This is an optimization exercise on Yosys and OpenROAD, whose aim is small area, a short achievable clock period and few clock cycles, not a production implementation. Function was checked by simulation only, so behaviour that the tests miss may differ from the original.

`config.mk`:
```
export PLATFORM = sky130hd
export DESIGN_NAME = fp_mac
export DESIGN_NICKNAME = fp_mac
export VERILOG_FILES = /design/flow/design.v
export SDC_FILE = /design/flow/constraint.sdc
export NUM_CORES = 4
export LEC_CHECK = 0
export CAP_MARGIN = 20
export CORE_MARGIN = 2
export CORE_UTILIZATION = 40
export SLEW_MARGIN = 20
```
`constraint.sdc`:
```
create_clock -name core_clock -period 11.0 [get_ports {clk}]
set_input_delay 2.2000 -clock core_clock [delete_from_list [all_inputs] [get_ports {clk}]]
set_output_delay 2.2000 -clock core_clock [all_outputs]
set_load 0.01 [all_outputs]
```
`design.v`:
```
module DSPBlock_17x24_F400_uid9 (clk, X, Y, R);
   input clk;
   input [16:0] X;
   input [23:0] Y;
   output [40:0] R;
   assign R = X * Y;
endmodule
module DSPBlock_7x24_F400_uid11 (clk, X, Y, R);
   input clk;
   input [6:0] X;
   input [23:0] Y;
   output [30:0] R;
   assign R = X * Y;
endmodule
module IntAdder_32_F400_uid14 (clk, X, Y, Cin, R);
   input clk;
   input [31:0] X;
   input [31:0] Y;
   input Cin;
   output [31:0] R;
   assign R = X + Y + {31'd0, Cin};
endmodule
module IntMultiplier_F400_uid5 (clk, X, Y, R);
   input clk;
   input [23:0] X;
   input [23:0] Y;
   output [47:0] R;
   wire [40:0] tile_0_output;
   wire [30:0] tile_1_output;
   wire [31:0] bitheapFinalAdd_bh7_In0;
   wire [31:0] bitheapFinalAdd_bh7_In1;
   wire [31:0] bitheapFinalAdd_bh7_Out;
   DSPBlock_17x24_F400_uid9 tile_0_mult (
      .clk(clk), .X(X[16:0]), .Y(Y[23:0]), .R(tile_0_output));
   DSPBlock_7x24_F400_uid11 tile_1_mult (
      .clk(clk), .X(X[23:17]), .Y(Y[23:0]), .R(tile_1_output));
   assign bitheapFinalAdd_bh7_In0 = {1'b0, tile_1_output[30:24], tile_0_output[40:17]};
   assign bitheapFinalAdd_bh7_In1 = {8'd0, tile_1_output[23:0]};
   IntAdder_32_F400_uid14 bitheapFinalAdd_bh7 (
      .clk(clk), .Cin(1'b0), .X(bitheapFinalAdd_bh7_In0), .Y(bitheapFinalAdd_bh7_In1),
      .R(bitheapFinalAdd_bh7_Out));
   assign R = {bitheapFinalAdd_bh7_Out[30:0], tile_0_output[16:0]};
endmodule
module IntAdder_33_F400_uid17 (clk, X, Y, Cin, R);
   input clk;
   input [32:0] X;
   input [32:0] Y;
   input Cin;
   output [32:0] R;
   wire Cin_1;
   reg Cin_1_d1;
   wire [33:0] X_1;
   reg [33:0] X_1_d1;
   wire [33:0] S_1;
   always @(posedge clk) begin
      Cin_1_d1 <= Cin_1;
      X_1_d1 <= X_1;
   end
   assign Cin_1 = Cin;
   assign X_1 = {1'b0, X};
   assign S_1 = X_1_d1 + {1'b0, Y} + {33'd0, Cin_1_d1};
   assign R = S_1[32:0];
endmodule
module FPMult_8_23_8_23_8_23_uid2_F400_uid3 (clk, X, Y, R);
   input clk;
   input [33:0] X;
   input [33:0] Y;
   output [33:0] R;
   wire sign;
   reg sign_d1;
   wire [7:0] expX;
   wire [7:0] expY;
   wire [9:0] expSumPreSub;
   wire [9:0] bias;
   wire [9:0] expSum;
   wire [23:0] sigX;
   wire [23:0] sigY;
   wire [47:0] sigProd;
   wire [3:0] excSel;
   reg [1:0] exc;
   reg [1:0] exc_d1;
   wire norm;
   wire [9:0] expPostNorm;
   wire [47:0] sigProdExt;
   wire [32:0] expSig;
   wire sticky;
   wire guard;
   wire round;
   wire [32:0] expSigPostRound;
   reg [1:0] excPostNorm;
   reg [1:0] finalExc;
   always @(posedge clk) begin
      sign_d1 <= sign;
      exc_d1 <= exc;
   end
   assign sign = X[31] ^ Y[31];
   assign expX = X[30:23];
   assign expY = Y[30:23];
   assign expSumPreSub = {2'b00, expX} + {2'b00, expY};
   assign bias = 10'd127;
   assign expSum = expSumPreSub - bias;
   assign sigX = {1'b1, X[22:0]};
   assign sigY = {1'b1, Y[22:0]};
   IntMultiplier_F400_uid5 SignificandMultiplication (
      .clk(clk), .X(sigX), .Y(sigY), .R(sigProd));
   assign excSel = {X[33:32], Y[33:32]};
   always @(*) begin
      case (excSel)
         4'b0000, 4'b0001, 4'b0100: exc = 2'b00;
         4'b0101: exc = 2'b01;
         4'b0110, 4'b1001, 4'b1010: exc = 2'b10;
         default: exc = 2'b11;
      endcase
   end
   assign norm = sigProd[47];
   assign expPostNorm = expSum + {9'd0, norm};
   assign sigProdExt = (norm == 1'b1) ? {sigProd[46:0], 1'b0} : {sigProd[45:0], 2'b00};
   assign expSig = {expPostNorm, sigProdExt[47:25]};
   assign sticky = sigProdExt[24];
   assign guard = (sigProdExt[23:0] == 24'd0) ? 1'b0 : 1'b1;
   assign round = sticky & ((guard & ~sigProdExt[25]) | sigProdExt[25]);
   IntAdder_33_F400_uid17 RoundingAdder (
      .clk(clk), .Cin(round), .X(expSig), .Y(33'd0), .R(expSigPostRound));
   always @(*) begin
      case (expSigPostRound[32:31])
         2'b00: excPostNorm = 2'b01;
         2'b01: excPostNorm = 2'b10;
         2'b11, 2'b10: excPostNorm = 2'b00;
         default: excPostNorm = 2'b11;
      endcase
   end
   always @(*) begin
      case (exc_d1)
         2'b11, 2'b10, 2'b00: finalExc = exc_d1;
         default: finalExc = excPostNorm;
      endcase
   end
   assign R = {finalExc, sign_d1, expSigPostRound[30:0]};
endmodule
module RightShifterSticky24_by_max_26_F400_uid4 (clk, X, S, R, Sticky);
   input clk;
   input [23:0] X;
   input [4:0] S;
   output [25:0] R;
   output Sticky;
   wire [4:0] ps;
   reg [4:0] ps_d1, ps_d2;
   wire [25:0] Xpadded;
   wire [25:0] level5;
   reg [25:0] level5_d1;
   wire stk4;
   reg stk4_d1;
   wire [25:0] level4;
   reg [25:0] level4_d1;
   wire stk3;
   wire [25:0] level3;
   reg [25:0] level3_d1;
   wire stk2;
   reg stk2_d1;
   wire [25:0] level2;
   reg [25:0] level2_d1, level2_d2;
   wire stk1;
   wire [25:0] level1;
   reg [25:0] level1_d1, level1_d2;
   wire stk0;
   wire [25:0] level0;
   always @(posedge clk) begin
      ps_d1 <= ps;
      ps_d2 <= ps_d1;
      level5_d1 <= level5;
      stk4_d1 <= stk4;
      level4_d1 <= level4;
      level3_d1 <= level3;
      stk2_d1 <= stk2;
      level2_d1 <= level2;
      level2_d2 <= level2_d1;
      level1_d1 <= level1;
      level1_d2 <= level1_d1;
   end
   assign ps = S;
   assign Xpadded = {X, 2'b00};
   assign level5 = Xpadded;
   assign stk4 = ((level5_d1[15:0] != 16'd0) && ps[4]) ? 1'b1 : 1'b0;
   assign level4 = (ps[4] == 1'b0) ? level5_d1 : {16'd0, level5_d1[25:16]};
   assign stk3 = (((level4_d1[7:0] != 8'd0) && ps_d1[3]) || stk4_d1) ? 1'b1 : 1'b0;
   assign level3 = (ps[3] == 1'b0) ? level4 : {8'd0, level4[25:8]};
   assign stk2 = (((level3_d1[3:0] != 4'd0) && ps_d1[2]) || stk3) ? 1'b1 : 1'b0;
   assign level2 = (ps[2] == 1'b0) ? level3 : {4'd0, level3[25:4]};
   assign stk1 = (((level2_d2[1:0] != 2'd0) && ps_d2[1]) || stk2_d1) ? 1'b1 : 1'b0;
   assign level1 = (ps[1] == 1'b0) ? level2 : {2'd0, level2[25:2]};
   assign stk0 = (((level1_d2[0:0] != 1'b0) && ps_d2[0]) || stk1) ? 1'b1 : 1'b0;
   assign level0 = (ps[0] == 1'b0) ? level1 : {1'b0, level1[25:1]};
   assign R = level0;
   assign Sticky = stk0;
endmodule
module IntAdder_27_F400_uid6 (clk, X, Y, Cin, R);
   input clk;
   input [26:0] X;
   input [26:0] Y;
   input Cin;
   output [26:0] R;
   wire Cin_1;
   reg Cin_1_d1;
   wire [27:0] X_1;
   reg [27:0] X_1_d1, X_1_d2, X_1_d3, X_1_d4;
   wire [27:0] Y_1;
   reg [27:0] Y_1_d1, Y_1_d2, Y_1_d3;
   wire [27:0] S_1;
   always @(posedge clk) begin
      Cin_1_d1 <= Cin_1;
      X_1_d1 <= X_1;
      X_1_d2 <= X_1_d1;
      X_1_d3 <= X_1_d2;
      X_1_d4 <= X_1_d3;
      Y_1_d1 <= Y_1;
      Y_1_d2 <= Y_1_d1;
      Y_1_d3 <= Y_1_d2;
   end
   assign Cin_1 = Cin;
   assign X_1 = {1'b0, X};
   assign Y_1 = {1'b0, Y};
   assign S_1 = X_1_d4 + Y_1_d3 + {27'd0, Cin_1_d1};
   assign R = S_1[26:0];
endmodule
module Normalizer_Z_28_28_28_F400_uid8 (clk, X, Count, R);
   input clk;
   input [27:0] X;
   output [4:0] Count;
   output [27:0] R;
   wire [27:0] level5;
   wire count4;
   reg count4_d1, count4_d2;
   wire [27:0] level4;
   reg [27:0] level4_d1;
   wire count3;
   reg count3_d1;
   wire [27:0] level3;
   wire count2;
   reg count2_d1;
   wire [27:0] level2;
   reg [27:0] level2_d1;
   wire count1;
   wire [27:0] level1;
   wire count0;
   wire [27:0] level0;
   always @(posedge clk) begin
      count4_d1 <= count4;
      count4_d2 <= count4_d1;
      level4_d1 <= level4;
      count3_d1 <= count3;
      count2_d1 <= count2;
      level2_d1 <= level2;
   end
   assign level5 = X;
   assign count4 = (level5[27:12] == 16'd0) ? 1'b1 : 1'b0;
   assign level4 = (count4 == 1'b0) ? level5 : {level5[11:0], 16'd0};
   assign count3 = (level4_d1[27:20] == 8'd0) ? 1'b1 : 1'b0;
   assign level3 = (count3 == 1'b0) ? level4_d1 : {level4_d1[19:0], 8'd0};
   assign count2 = (level3[27:24] == 4'd0) ? 1'b1 : 1'b0;
   assign level2 = (count2 == 1'b0) ? level3 : {level3[23:0], 4'd0};
   assign count1 = (level2_d1[27:26] == 2'd0) ? 1'b1 : 1'b0;
   assign level1 = (count1 == 1'b0) ? level2_d1 : {level2_d1[25:0], 2'd0};
   assign count0 = (level1[27] == 1'b0) ? 1'b1 : 1'b0;
   assign level0 = (count0 == 1'b0) ? level1 : {level1[26:0], 1'b0};
   assign R = level0;
   assign Count = {count4_d2, count3_d1, count2_d1, count1, count0};
endmodule
module IntAdder_34_F400_uid11 (clk, X, Y, Cin, R);
   input clk;
   input [33:0] X;
   input [33:0] Y;
   input Cin;
   output [33:0] R;
   assign R = X + Y + {33'd0, Cin};
endmodule
module FPAdd_8_23_F400_uid2 (clk, X, Y, R);
   input clk;
   input [33:0] X;
   input [33:0] Y;
   output [33:0] R;
   wire [32:0] excExpFracX;
   wire [32:0] excExpFracY;
   wire swap;
   wire [7:0] eXmeY;
   wire [7:0] eYmeX;
   wire [7:0] expDiff;
   reg [7:0] expDiff_d1;
   wire [33:0] newX;
   wire [33:0] newY;
   wire [7:0] expX;
   reg [7:0] expX_d1;
   wire [1:0] excX;
   wire [1:0] excY;
   wire signX;
   wire signY;
   wire EffSub;
   reg EffSub_d1, EffSub_d2, EffSub_d3, EffSub_d4, EffSub_d5, EffSub_d6, EffSub_d7, EffSub_d8;
   wire [5:0] sXsYExnXY;
   reg [5:0] sXsYExnXY_d1;
   wire [3:0] sdExnXY;
   wire [23:0] fracY;
   reg [1:0] excRt;
   reg [1:0] excRt_d1, excRt_d2, excRt_d3, excRt_d4, excRt_d5, excRt_d6, excRt_d7;
   wire signR;
   reg signR_d1, signR_d2, signR_d3, signR_d4, signR_d5, signR_d6;
   wire shiftedOut;
   wire [4:0] shiftVal;
   wire [25:0] shiftedFracY;
   wire sticky;
   reg sticky_d1;
   wire [26:0] fracYpad;
   wire [26:0] EffSubVector;
   reg [26:0] EffSubVector_d1;
   wire [26:0] fracYpadXorOp;
   wire [26:0] fracXpad;
   wire cInSigAdd;
   wire [26:0] fracAddResult;
   wire [27:0] fracSticky;
   wire [4:0] nZerosNew;
   reg [4:0] nZerosNew_d1;
   wire [27:0] shiftedFrac;
   reg [27:0] shiftedFrac_d1;
   wire [8:0] extendedExpInc;
   reg [8:0] extendedExpInc_d1, extendedExpInc_d2, extendedExpInc_d3, extendedExpInc_d4, extendedExpInc_d5, extendedExpInc_d6;
   wire [9:0] updatedExp;
   wire eqdiffsign;
   reg eqdiffsign_d1, eqdiffsign_d2;
   wire [33:0] expFrac;
   wire stk;
   reg stk_d1;
   wire rnd;
   reg rnd_d1;
   wire lsb;
   reg lsb_d1;
   wire needToRound;
   wire [33:0] RoundedExpFrac;
   wire [1:0] upExc;
   wire [22:0] fracR;
   reg [22:0] fracR_d1;
   wire [7:0] expR;
   reg [7:0] expR_d1;
   wire [3:0] exExpExc;
   reg [3:0] exExpExc_d1;
   reg [1:0] excRt2;
   wire [1:0] excR;
   wire signR2;
   reg signR2_d1, signR2_d2;
   wire [33:0] computedR;
   always @(posedge clk) begin
      expDiff_d1 <= expDiff;
      expX_d1 <= expX;
      EffSub_d1 <= EffSub;
      EffSub_d2 <= EffSub_d1;
      EffSub_d3 <= EffSub_d2;
      EffSub_d4 <= EffSub_d3;
      EffSub_d5 <= EffSub_d4;
      EffSub_d6 <= EffSub_d5;
      EffSub_d7 <= EffSub_d6;
      EffSub_d8 <= EffSub_d7;
      sXsYExnXY_d1 <= sXsYExnXY;
      excRt_d1 <= excRt;
      excRt_d2 <= excRt_d1;
      excRt_d3 <= excRt_d2;
      excRt_d4 <= excRt_d3;
      excRt_d5 <= excRt_d4;
      excRt_d6 <= excRt_d5;
      excRt_d7 <= excRt_d6;
      signR_d1 <= signR;
      signR_d2 <= signR_d1;
      signR_d3 <= signR_d2;
      signR_d4 <= signR_d3;
      signR_d5 <= signR_d4;
      signR_d6 <= signR_d5;
      sticky_d1 <= sticky;
      EffSubVector_d1 <= EffSubVector;
      nZerosNew_d1 <= nZerosNew;
      shiftedFrac_d1 <= shiftedFrac;
      extendedExpInc_d1 <= extendedExpInc;
      extendedExpInc_d2 <= extendedExpInc_d1;
      extendedExpInc_d3 <= extendedExpInc_d2;
      extendedExpInc_d4 <= extendedExpInc_d3;
      extendedExpInc_d5 <= extendedExpInc_d4;
      extendedExpInc_d6 <= extendedExpInc_d5;
      eqdiffsign_d1 <= eqdiffsign;
      eqdiffsign_d2 <= eqdiffsign_d1;
      stk_d1 <= stk;
      rnd_d1 <= rnd;
      lsb_d1 <= lsb;
      fracR_d1 <= fracR;
      expR_d1 <= expR;
      exExpExc_d1 <= exExpExc;
      signR2_d1 <= signR2;
      signR2_d2 <= signR2_d1;
   end
   assign excExpFracX = {X[33:32], X[30:0]};
   assign excExpFracY = {Y[33:32], Y[30:0]};
   assign swap = (excExpFracX < excExpFracY) ? 1'b1 : 1'b0;
   assign eXmeY = X[30:23] - Y[30:23];
   assign eYmeX = Y[30:23] - X[30:23];
   assign expDiff = (swap == 1'b0) ? eXmeY : eYmeX;
   assign newX = (swap == 1'b0) ? X : Y;
   assign newY = (swap == 1'b0) ? Y : X;
   assign expX = newX[30:23];
   assign excX = newX[33:32];
   assign excY = newY[33:32];
   assign signX = newX[31];
   assign signY = newY[31];
   assign EffSub = signX ^ signY;
   assign sXsYExnXY = {signX, signY, excX, excY};
   assign sdExnXY = {excX, excY};
   assign fracY = (excY == 2'b00) ? 24'd0 : {1'b1, newY[22:0]};
   always @(*) begin
      case (sXsYExnXY_d1)
         6'b000000, 6'b010000, 6'b100000, 6'b110000:
            excRt = 2'b00;
         6'b000101, 6'b010101, 6'b100101, 6'b110101,
         6'b000100, 6'b010100, 6'b100100, 6'b110100,
         6'b000001, 6'b010001, 6'b100001, 6'b110001:
            excRt = 2'b01;
         6'b111010, 6'b001010, 6'b001000, 6'b011000, 6'b101000, 6'b111000,
         6'b000010, 6'b010010, 6'b100010, 6'b110010, 6'b001001, 6'b011001,
         6'b101001, 6'b111001, 6'b000110, 6'b010110, 6'b100110, 6'b110110:
            excRt = 2'b10;
         default:
            excRt = 2'b11;
      endcase
   end
   assign signR = ((sXsYExnXY == 6'b100000) || (sXsYExnXY == 6'b010000)) ? 1'b0 : signX;
   assign shiftedOut = (expDiff_d1 > 8'd25) ? 1'b1 : 1'b0;
   assign shiftVal = (shiftedOut == 1'b0) ? expDiff_d1[4:0] : 5'd26;
   RightShifterSticky24_by_max_26_F400_uid4 RightShifterComponent (
      .clk(clk), .S(shiftVal), .X(fracY), .R(shiftedFracY), .Sticky(sticky));
   assign fracYpad = {1'b0, shiftedFracY};
   assign EffSubVector = {27{EffSub}};
   assign fracYpadXorOp = fracYpad ^ EffSubVector_d1;
   assign fracXpad = {2'b01, newX[22:0], 2'b00};
   assign cInSigAdd = EffSub_d3 & ~sticky;
   IntAdder_27_F400_uid6 fracAdder (
      .clk(clk), .Cin(cInSigAdd), .X(fracXpad), .Y(fracYpadXorOp), .R(fracAddResult));
   assign fracSticky = {fracAddResult, sticky_d1};
   Normalizer_Z_28_28_28_F400_uid8 LZCAndShifter (
      .clk(clk), .X(fracSticky), .Count(nZerosNew), .R(shiftedFrac));
   assign extendedExpInc = {1'b0, expX_d1} + 9'd1;
   assign updatedExp = {1'b0, extendedExpInc_d6} - {5'b00000, nZerosNew_d1};
   assign eqdiffsign = (nZerosNew == 5'b11111) ? 1'b1 : 1'b0;
   assign expFrac = {updatedExp, shiftedFrac_d1[26:3]};
   assign stk = shiftedFrac[2] | shiftedFrac[1] | shiftedFrac[0];
   assign rnd = shiftedFrac[3];
   assign lsb = shiftedFrac[4];
   assign needToRound = ((rnd_d1 && stk_d1) || (rnd_d1 && !stk_d1 && lsb_d1)) ? 1'b1 : 1'b0;
   IntAdder_34_F400_uid11 roundingAdder (
      .clk(clk), .Cin(needToRound), .X(expFrac), .Y(34'd0), .R(RoundedExpFrac));
   assign upExc = RoundedExpFrac[33:32];
   assign fracR = RoundedExpFrac[23:1];
   assign expR = RoundedExpFrac[31:24];
   assign exExpExc = {upExc, excRt_d6};
   always @(*) begin
      case (exExpExc_d1)
         4'b0000, 4'b0100, 4'b1000, 4'b1100, 4'b1001, 4'b1101:
            excRt2 = 2'b00;
         4'b0001:
            excRt2 = 2'b01;
         4'b0010, 4'b0110, 4'b1010, 4'b1110, 4'b0101:
            excRt2 = 2'b10;
         default:
            excRt2 = 2'b11;
      endcase
   end
   assign excR = (eqdiffsign_d2 && EffSub_d8 && !(excRt_d7 == 2'b11)) ? 2'b00 : excRt2;
   assign signR2 = (eqdiffsign && EffSub_d6) ? 1'b0 : signR_d6;
   assign computedR = {excR, signR2_d2, expR_d1, fracR_d1};
   assign R = computedR;
endmodule
module fp_mac (clk, rst, in_valid, in_ready, in_a, in_b, in_last, out_valid, out_z);
   input clk;
   input rst;
   input in_valid;
   output in_ready;
   input [33:0] in_a;
   input [33:0] in_b;
   input in_last;
   output reg out_valid;
   output reg [33:0] out_z;
   reg [33:0] A;
   reg [33:0] B;
   reg last;
   reg busy;
   reg [3:0] count_temp;
   wire [33:0] R;
   reg [33:0] R1;
   reg [33:0] Acc;
   wire [33:0] TempOut;
   assign in_ready = ~busy;
   FPMult_8_23_8_23_8_23_uid2_F400_uid3 MultiplierInstance (clk, A, B, R);
   FPAdd_8_23_F400_uid2 AdderInstance (clk, R1, Acc, TempOut);
   always @(posedge clk) begin
      R1 <= R;
      if (in_valid && !busy) begin
         A <= in_a;
         B <= in_b;
         last <= in_last;
      end
   end
   always @(posedge clk) begin
      if (rst) begin
         busy <= 1'b0;
         count_temp <= 4'd0;
         Acc <= 34'd0;
         out_valid <= 1'b0;
         out_z <= 34'd0;
      end else begin
         out_valid <= 1'b0;
         if (!busy) begin
            if (in_valid) begin
               busy <= 1'b1;
               count_temp <= 4'd1;
            end
         end else if (count_temp == 4'd12) begin
            busy <= 1'b0;
            count_temp <= 4'd0;
            if (last) begin
               Acc <= 34'd0;
               out_valid <= 1'b1;
               out_z <= TempOut;
            end else begin
               Acc <= TempOut;
            end
         end else begin
            count_temp <= count_temp + 4'd1;
         end
      end
   end
endmodule
```
`run.sh`:
```
#!/bin/bash
# synth_recipe.tcl (not shown) runs the flow's synth.tcl, then flattens the netlist and writes it again
# the make line also repeats each setting of config.mk as NAME=value (left out here)
make -C /OpenROAD-flow-scripts/flow DESIGN_CONFIG=/design/flow/config.mk WORK_HOME=/design/flow/orfs CLKGATE_MAP_FILE= SYNTH_SCRIPT=/design/flow/synth_recipe.tcl finish
```
==> metrics.yaml <==
cells_and_area:
  drive_gt1_frac: 0.0578
  fin_nets: 5370
  final_util: 0.452
  ff_latch_area_um2: 14000
  multi_input_area_um2: 26300
  fillers: 10298
  areaGrowthSynthToFinish_pct: 11.9
synth:
  synth_top_area_cell: "dfxtp_1"
  synth_common_cells: "653 x inv_1, 618 x nand2_1, 598 x dfxtp_1, 443 x fa_1, 273 x ha_1"
  synth_mux_area_frac: 0.0385
  synth_fp_nets: 5302
  synthXorXnorAreaFrac: 0.0438
  synth_top_area_share: 0.276
  synthAdderAreaFrac: 0.283
  ys_warn_count: 7
  synthFlopType: "dfxtp_1"
  avgSynthCellArea_um2: 9.60
  netlist_area_um2: 43400
  async_flop_share: 0
  ys_ff_latch: 667
  yosysUniqueCellTypes: 93
  synth-edff-count: 69
  yosysMostFrequentCell: "inv_1"
  synth-simple-area-share: 0.147
  syn_inst: 4514
  synth_top_family_by_area: "adder cells"
  synth_compound_area_frac: 0.0918
  synth_area_leaders: "dfxtp_1 28%, fa_1 20%, ha_1 7.9%"
  seq_area_frac_synth: 0.324
min_path:
  hold_class: "reg2reg"
route:
  postRouteAntennaNets: 0
  viasPerCell: 5.00
  drt_iter0_drc: 1441
  vias: 30177
  post-route-drc-count: 0
  drtPass1Iterations: 7
  wl_um: 105000
  wl_per_cell_um: 17.4
cts:
  cts_hold_buffers: 0
  cts_root_buffer: "clkbuf_16"
  numCtsBuffers: 72
  clkLatencyLatePin_ps: 650
  htreeDepth: 3
  clock_sinks: 667
  cts_buffer_depth: 3
  clk_pin_slew_worst_paths_ps: 60
  cts_tree: "done"
grt:
  grt_antenna_before_repair: 0
  grt_pass1_vias: 31254
  grt.total_usage: 0.191
  overflow: 0
  grt_start_max_net_pins: 77
  grt_pass1_wl_um: 168000
sta:
  skew_ps: 37.5
  slew_headroom: 0.251
  slew_violations: 0
  tightest_slew_ps: 1120
  min_period_ps: 10320
  rsz0062_at_grt: "false"
  fmax_mhz: 96.9
  finalSetupTns_ps: 0
  hold_viol: 0
  fin_crit_sh: 0.938
  setup_violations: 0
floorplan:
  fp.dieH_um: 333
  core-area_um2: 107000
  die_w_um: 333
  dieArea_um2: 111000
  rows: 120
  start_util: 0.404
  io_pins: 108
setup_path:
  cp-start-kind: "flip-flop"
  critPathKind: "reg2reg"
  reg2reg_slack_ps: 680
  cp_data_required_time_ps: 11500
  worstPathMaxFanout: 24
  arrival_ps: 10820
  end_kind: "flip-flop"
  cpMaxStageDelayCell: "edfxtp_1"
  max_stage_delay_ps: 690
place:
  dp_hpwl_um: 82700
  gp_congestion: 0.891
  portBuffers: 107
run:
  maxCapViolCount: 0
outcome:
  status: "complete, no violations"
[routing by layer]
layer | vias up | GRT usage | wire length, um
li1 | 14686 | - | -
met1 | 14698 | 0.232 | 45100
met2 | 617 | 0.344 | 52500
met3 | 176 | 0.0251 | 3700
met4 | 0 | 0.0696 | 3720
met5 | - | 0 | 0
[kinds of logic after synthesis]
family	count (synthesis)
AND/OR/NAND/NOR	1316
buffers and inverters	819
adder cells (fa/ha/maj)	716
flip-flops	667
AO/OA/AOI/OAI	629
XOR/XNOR	215
multiplexers	152
[final timing paths]
| kind | start | depth (start not counted) | to |
|---|---|---|---|
| setup reg to reg | A[5]$_DFFE_PP_ | 38 | MultiplierInstance.RoundingAdder.X_1_d1[31]$_DFF_P_ |
| hold reg to reg | AdderInstance.fracAdder.Y_1_d1[26]$_DFF_P_ | 0 | AdderInstance.fracAdder.Y_1_d2[26]$_DFF_P_ |
| setup / recovery | A[5]$_DFFE_PP_ | 38 | MultiplierInstance.RoundingAdder.X_1_d1[31]$_DFF_P_ |
| hold / removal | AdderInstance.fracAdder.Y_1_d1[26]$_DFF_P_ | 0 | AdderInstance.fracAdder.Y_1_d2[26]$_DFF_P_ |
[worst max-delay path: cells and delay by family, from the launching register on]
kind            cells  cell delay [ps]
flops               1              690
buf+inv             5              290
compound gates     10             2730
xor+xnor            3              350
simple gates       10             2190
fa+ha+maj          10             3920
[registers in the layout (all words and copies together) (netlist names), 24 cells and up]
register	cells
B	34
AdderInstance.LZCAndShifter.level4_d1	28
MultiplierInstance.RoundingAdder.X_1_d1	33
AdderInstance.fracAdder.Y_1_d3	27
AdderInstance.shiftedFrac_d1	24
out_z	34
AdderInstance.fracAdder.Y_1_d2	27
AdderInstance.LZCAndShifter.level2_d1	28
Acc	34
R1	34
AdderInstance.fracAdder.Y_1_d1	27
AdderInstance.RightShifterComponent.level5_d1	24
A	34
[through the flow]
stage | worst slack [ps] | hold slack [ps] | cells | area [um^2]
detailed placement | 604 | 312 | 5907 | 45900
global placement | 849 | 310 | 5907 | 45900
CTS | 561 | 300 | 6036 | 48500
global route | 50.7 | 312 | 6040 | 48500
floorplan | 1610 | 310 | 4514 | 43400
finish | 682 | 298 | 6041 | 48500
[placed cells by master (no fill, tap or decap), drive strengths merged, types with 51 or more instances in the layout]
cell / synthesis / routed
inv: 654 / 660
nand2: 618 / 618
dfxtp: 598 / 598
fa: 443 / 443
ha: 273 / 273
and2: 240 / 240
a21oi: 196 / 196
o21ai: 176 / 176
xnor2: 144 / 144
nor2: 136 / 136
mux2i: 120 / 120
clkdlybuf4s50: 0 / 107
clkbuf: 151 / 93
xor2: 71 / 71
nand3: 70 / 70
edfxtp: 69 / 69
a21o: 59 / 59
buf: 13 / 51
[area by class of cell]
class                           instances  area share
Sequential cell                       667       0.289
Inverter                              655      0.0507
Clock buffer                           93      0.0409
Clock inverter                         36      0.0112
Tap cell                             1403      0.0362
Timing Repair Buffer                  158      0.0301
Multi-Input combinational cell       3028       0.541
Antenna cell                            1   0.0000516
[what timing repair did]
action | 4_1_cts | 5_1_grt
setup endpoints to repair | 0 | 1
resized for setup | 0 | 0
hold endpoints to repair | 0 | 0
setup buffers | 0 | 3
Testbench counts, summed over its fixed seeds: cycles 58,084.

## static timing again, ports no longer ideal
In the flow no input, the clock included, has a driving cell. The finished layout below was timed again as built, in two steps. Step 1 (the two cells are an assumption about what drives the block):
set clk [get_ports {clk}]
set_driving_cell -lib_cell sky130_fd_sc_hd__clkbuf_16 $clk
set_driving_cell -lib_cell sky130_fd_sc_hd__buf_2 [delete_from_list [all_inputs] $clk]
Step 2 also shifts input and output timing later by t, the mid clock arrival at the registers, as if the neighbouring blocks saw the same clock. Three values: ideal ports, drivers, drivers and shift; two values: the first two.
t (ns): 0.698
setup WS [ns]: 0.682 / 0.682 / 0.682
worst hold slack (ns): 0.298 / 0.298 / 0.298
clock arrival spread, ns: 0.038 / 0.038
After both steps this run still meets setup and hold. The setup slack of this run moves by 0.000 ns with the drivers and by 0.000 ns with both steps.
